Background: an optimization exercise with open tools, aiming at small area. Do not read the settings as production practice.
RTL that was checked went through simulation tests only; none was proved equivalent to the original.
Power and IR drop assume default switching activity.

==> flow/design.v (excerpt) <==
module ALU(input [7:0] a, b, input [3:0] oper, input clk,
           output reg [7:0] msb, lsb);
For scale: about 630 cells after synthesis, about 37 I/O pins.
==> flow/config.mk <==
export PLATFORM = sky130hd
export DESIGN_NAME = ALU
export DESIGN_NICKNAME = ALU
export VERILOG_FILES = /design/flow/design.v
export SDC_FILE = /design/flow/constraint.sdc
export NUM_CORES = 4
export LEC_CHECK = 0
export ABC_AREA = 1
export CAP_MARGIN = 20
export CORE_MARGIN = 2
export CORE_UTILIZATION = 40
export SLEW_MARGIN = 20
==> flow/constraint.sdc <==
create_clock -name core_clock -period 12.5 [get_ports {clk}]
set_input_delay 2.5000 -clock core_clock [delete_from_list [all_inputs] [get_ports {clk}]]
set_output_delay 2.5000 -clock core_clock [all_outputs]
set_load 0.01 [all_outputs]
run.sh (not shown) runs the stock make flow with config.mk's settings and CLKGATE_MAP_FILE= SYNTH_SCRIPT=/design/flow/synth_recipe.tcl, a recipe that flattens the netlist after the stock synthesis.
The first run completed and failed the layout checks on negative setup slack.
==> next run, changes <==
- ABC_AREA: 1 -> unset
After rerunning: The new run ran to the end with violations: negative setup slack. Area after synthesis rises by 2.8%. Fmax is lower by 10%. Final area grows by about 4.3%. Die area went up by 2.7%. Routed wire length rose by 16%.
Function was not checked in any run of this note: the RTL went through the layout flow alone.

========
The RTL this note starts from:
==> flow/design.v <==
module ALU(input [7:0] a, b, input [3:0] oper, input clk,
           output reg [7:0] msb, lsb);
    wire [7:0] pp [0:7];
    wire [7:0] s  [0:7];    
    wire [6:0] c  [0:7];    
    wire [15:0] prod;
    genvar i, j, k;
    generate
        for (i = 0; i < 8; i = i + 1) begin : ppg
            assign pp[i] = a & {8{b[i]}};
        end
        assign s[0] = pp[0];
        assign c[0] = 7'h00;
        for (i = 1; i < 8; i = i + 1) begin : mrow
            for (j = 0; j < 7; j = j + 1) begin : mcl
                wire x = pp[i][j];
                wire y = s[i-1][j+1];
                wire z = c[i-1][j];
                assign s[i][j] = x ^ y ^ z;
                assign c[i][j] = (x & y) | (x & z) | (y & z);
            end
            assign s[i][7] = pp[i][7];
        end
        for (i = 0; i < 8; i = i + 1) begin : plo
            assign prod[i] = s[i][0];
        end
    endgenerate
    wire [7:0] fc;
    assign fc[0] = 1'b0;
    generate
        for (j = 0; j < 7; j = j + 1) begin : fadd
            wire x = s[7][j+1];
            wire y = c[7][j];
            assign prod[8+j] = x ^ y ^ fc[j];
            assign fc[j+1] = (x & y) | (x & fc[j]) | (y & fc[j]);
        end
    endgenerate
    assign prod[15] = fc[7];
    wire isdiv = (oper == 4'h3) | (oper == 4'h4);
    wire add   = (oper == 4'h0);
    wire gt    = (oper == 4'hE);
    wire [7:0] q;
    wire co;
    generate
        for (k = 7; k >= 0; k = k - 1) begin : row
            localparam integer W = 8 - k;
            wire [W-1:0] x;
            wire [W-1:0] bb;
            wire [W:0]   cc;
            wire [W-1:0] r;
            wire         qq;
            if (k == 7) begin : first
                assign x = a[7];
            end else begin : next
                assign x = {row[k+1].r, a[k]};
            end
            if (k == 0) begin : r0
                assign bb = b ^ {8{add}};
                assign cc[0] = ~(add | gt);
                assign qq = ~isdiv | cc[W];
                assign co = cc[W];
            end else begin : rk
                assign bb = b[W-1:0];
                assign cc[0] = 1'b1;
                assign qq = isdiv & ~|b[7:W] & cc[W];
            end
            for (j = 0; j < W; j = j + 1) begin : bt
                assign cc[j+1] = (x[j] & ~bb[j]) | (x[j] & cc[j]) | (~bb[j] & cc[j]);
                assign r[j] = x[j] ^ (qq & (~bb[j] ^ cc[j]));
            end
            assign q[k] = (k == 0) ? cc[W] : qq;
        end
    endgenerate
    wire [7:0] rem = row[0].r;
    always @(posedge clk) begin
        case (oper)
            4'h0: {msb, lsb} <= {7'h00, co, rem};
            4'h1: {msb, lsb} <= {{8{~co}}, rem};
            4'h2: {msb, lsb} <= prod;
            4'h3: {msb, lsb} <= {8'h00, q};
            4'h4: {msb, lsb} <= {8'h00, rem};
            4'h5: {msb, lsb} <= {8'h00, a & b};
            4'h6: {msb, lsb} <= {8'hFF, ~(a & b)};
            4'h7: {msb, lsb} <= {8'h00, a | b};
            4'h8: {msb, lsb} <= {8'hFF, ~(a | b)};
            4'h9: {msb, lsb} <= {8'h00, a ^ b};
            4'hA: {msb, lsb} <= {8'hFF, a ~^ b};
            4'hB: {msb, lsb} <= {8'hFF, ~a};
            4'hC: {msb, lsb} <= {7'h00, a, 1'b0};
            4'hD: {msb, lsb} <= {9'h000, a[7:1]};
            4'hE: {msb, lsb} <= {15'h0000, co};
            default: {msb, lsb} <= {15'h0000, ~co};
        endcase
    end
endmodule
Settings: LEC_CHECK=0, CAP_MARGIN=0, CORE_MARGIN=2, CORE_UTILIZATION=40, CTS_BUF_LIST=sky130_fd_sc_hd__clkbuf_4, GPL_TIMING_DRIVEN=0, SETUP_SLACK_MARGIN=-0.5, SLEW_MARGIN=0; clock period 12.5 ns.
standard.sh (not shown) runs the stock make flow with config.mk's settings and CLKGATE_MAP_FILE= SYNTH_SCRIPT=/design/flow/synth_recipe.tcl, a recipe that flattens the netlist after the stock synthesis.
==> flow/flow/run.sh <==
#!/bin/bash
# Own flow: the standard synthesis (kept for reference), then the
# hand-built netlist in flow/net.v (same registers, same names) in its place,
# then the standard layout from floorplan to finish. Port buffers are
# buf_1 cells.
set -euo pipefail
R=orfs/results/$FLOW_PLATFORM/ALU/base
bash standard.sh synth > std_synth.log 2>&1
cp $R/1_2_yosys.v std_1_2_yosys.v
cp flow/net.v $R/1_2_yosys.v
touch $R/1_2_yosys.v
bash standard.sh "BUFFER_PORTS_ARGS=-buffer_cell sky130_fd_sc_hd__buf_2" finish > layout.log 2>&1
Other scripts of this flow, unchanged in this note and not shown: flow/flow/net.v
Next try:
- SETUP_SLACK_MARGIN: -0.5 -> -0.8
=>
- synthesized cell count is unchanged
- die area is unchanged
- critical path depth does not change
- clock power climbs by about 2%
- sequential power hardly moves
- clock-buffer cell count does not change
- final area drops by 1.1%

========
// ALU: RTL as listed in full above, without the edits since
Settings: LEC_CHECK=0, CAP_MARGIN=0, CORE_MARGIN=2, CORE_UTILIZATION=40, CTS_BUF_LIST=sky130_fd_sc_hd__clkbuf_4, SETUP_SLACK_MARGIN=-0.5, SLEW_MARGIN=0; clock period 12.5 ns.
Scripts as last shown in full above: flow/flow/run.sh
Other scripts of this flow, unchanged in this note and not shown: flow/flow/net.v
Edit:
--- a/flow/config.mk
+++ b/flow/config.mk
@@ -10,4 +10,5 @@
 export CORE_UTILIZATION = 40
 export CTS_BUF_LIST = sky130_fd_sc_hd__clkbuf_4
+export GPL_TIMING_DRIVEN = 0
 export SETUP_SLACK_MARGIN = -0.5
 export SLEW_MARGIN = 0
The changed run completed with no timing, DRC or antenna violations.
Total power came out lower slightly.
Via count came out lower by a few percent.
Wire length came out lower by a few percent.
Design area came out lower by a few percent.
Utilization came out lower by 1.0 points.
Clock-buffer cell count stays the same.
Die area stays the same.
Sequential power barely changes.
Critical path depth came out lower by 1.
Non-clock buffer count came out lower by 11.
Worst setup slack improved by 0.12 ns.
Edit:
--- a/flow/config.mk
+++ b/flow/config.mk
@@ -8,5 +8,5 @@
 export CAP_MARGIN = 0
 export CORE_MARGIN = 2
-export CORE_UTILIZATION = 40
+export CORE_UTILIZATION = 65
 export CTS_BUF_LIST = sky130_fd_sc_hd__clkbuf_4
 export GPL_TIMING_DRIVEN = 0
=>
- design area goes down slightly
- setup slack gains 0.052 ns
- area after synthesis stays the same
- synthesized cell count stays the same
- power climbs slightly
- clock power shrinks by roughly a tenth
- first-iteration DRC count increases by about a fifth
Edit:
--- a/flow/config.mk
+++ b/flow/config.mk
@@ -8,7 +8,5 @@
 export CAP_MARGIN = 0
 export CORE_MARGIN = 2
-export CORE_UTILIZATION = 65
-export CTS_BUF_LIST = sky130_fd_sc_hd__clkbuf_4
-export GPL_TIMING_DRIVEN = 0
+export CORE_UTILIZATION = 40
 export SETUP_SLACK_MARGIN = -0.5
 export SLEW_MARGIN = 0
Worst hold slack gains 0.016 ns.
Total power came out higher by a few percent.
Via count came out higher slightly.
Sequential power is about the same.

========
// ALU: RTL as listed in full above, without the edits since
==> flow/config.mk <==
export PLATFORM = sky130hd
export DESIGN_NAME = ALU
export DESIGN_NICKNAME = ALU
export VERILOG_FILES = /design/flow/design.v
export SDC_FILE = /design/flow/constraint.sdc
export NUM_CORES = 4
export LEC_CHECK = 0
export CAP_MARGIN = 0
export CORE_MARGIN = 2
export CORE_UTILIZATION = 40
export SLEW_MARGIN = 0
==> flow/constraint.sdc <==
create_clock -name core_clock -period 12.5 [get_ports {clk}]
set_input_delay 2.5000 -clock core_clock [delete_from_list [all_inputs] [get_ports {clk}]]
set_output_delay 2.5000 -clock core_clock [all_outputs]
set_load 0.01 [all_outputs]
==> flow/flow/run.sh <==
#!/bin/bash
# Own flow: the standard synthesis (kept for reference), then the
# hand-built netlist in flow/net.v (same registers, same names) in its place,
# then the standard layout from floorplan to finish. Port buffers are
# buf_1 cells.
set -euo pipefail
R=orfs/results/$FLOW_PLATFORM/ALU/base
bash standard.sh synth > std_synth.log 2>&1
cp $R/1_2_yosys.v std_1_2_yosys.v
cp flow/net.v $R/1_2_yosys.v
touch $R/1_2_yosys.v
bash standard.sh "BUFFER_PORTS_ARGS=-buffer_cell sky130_fd_sc_hd__buf_1" finish > layout.log 2>&1
Other scripts of this flow, unchanged in this note and not shown: flow/flow/net.v
The baseline ran to the end with no violations.
Rerun with:
--- a/flow/flow/run.sh
+++ b/flow/flow/run.sh
@@ -12 +12 @@
-bash standard.sh "BUFFER_PORTS_ARGS=-buffer_cell sky130_fd_sc_hd__buf_1" finish > layout.log 2>&1
+bash standard.sh "BUFFER_PORTS_ARGS=-buffer_cell sky130_fd_sc_hd__buf_2" finish > layout.log 2>&1
Critical path depth went down by 1.
Hold slack degrades by 0.034 ns.
Synthesized area stays the same.
Setup slack improves by 0.23 ns.
Global-route usage went down by 0.58 points.
Clock-buffer cell count does not change.
Flip-flop and latch count stays the same.
Sequential power went down by about 0.8%.
Fmax went up by 2.0%.
Final area went down by 0.97%.

[port drivers added, routing unchanged]
Ports are ideal in the flow. The routed layouts listed here were re-timed in OpenROAD. Step 1: set_driving_cell puts a clkbuf_16 on clk and a buf_2 on each other input, an assumption about the parent block. Step 2 times the ports against the registers' clock, not the clock port: input delays grow and output delays shrink by t, the midpoint of the rising clock arrivals with the driver on. Slacks: ideal ports / drivers / drivers and shift; pairs: ideal ports / drivers.
run | shift t [ns] | setup WS [ns] | hold WS [ns] | clock arrival spread, ns | worst data-port slew with drivers (ns)
the first run of note 1 | 0.291 | -2.411 / -2.413 / -2.704 | 2.754 / 2.757 / 3.048 | 0.002 / 0.002 | 0.05
the second run of note 1 | 0.296 | -4.127 / -4.120 / -4.416 | 3.115 / 3.118 / 3.253 | 0.001 / 0.002 | 0.04
the first run of note 2 | 0.312 | 0.657 / 0.659 / 0.347 | 2.698 / 2.696 / 2.927 | 0.006 / 0.006 | 0.03
the second run of note 2 | 0.319 | 0.505 / 0.506 / 0.188 | 2.689 / 2.687 / 2.928 | 0.005 / 0.005 | 0.03
the first run of note 3 | 0.319 | 0.558 / 0.561 / 0.242 | 2.619 / 2.620 / 2.925 | 0.002 / 0.002 | 0.03
the second run of note 3 | 0.309 | 0.676 / 0.681 / 0.372 | 2.657 / 2.655 / 2.920 | 0.006 / 0.006 | 0.03
the third run of note 3 | 0.285 | 0.728 / 0.729 / 0.444 | 2.655 / 2.658 / 2.920 | 0.001 / 0.002 | 0.03
the fourth run of note 3 | 0.279 | 0.572 / 0.577 / 0.298 | 2.670 / 2.668 / 2.912 | 0.002 / 0.002 | 0.03
the first run of note 4 | 0.269 | 1.035 / 1.039 / 0.770 | 2.806 / 2.798 / 2.901 | 0.009 / 0.009 | 0.04
the second run of note 4 | 0.272 | 1.265 / 1.268 / 0.996 | 2.771 / 2.762 / 2.909 | 0.010 / 0.011 | 0.03
For the second run of note 2, which loses most, drivers alone change the setup slack by +0.001 ns; drivers and shift together by -0.317 ns.
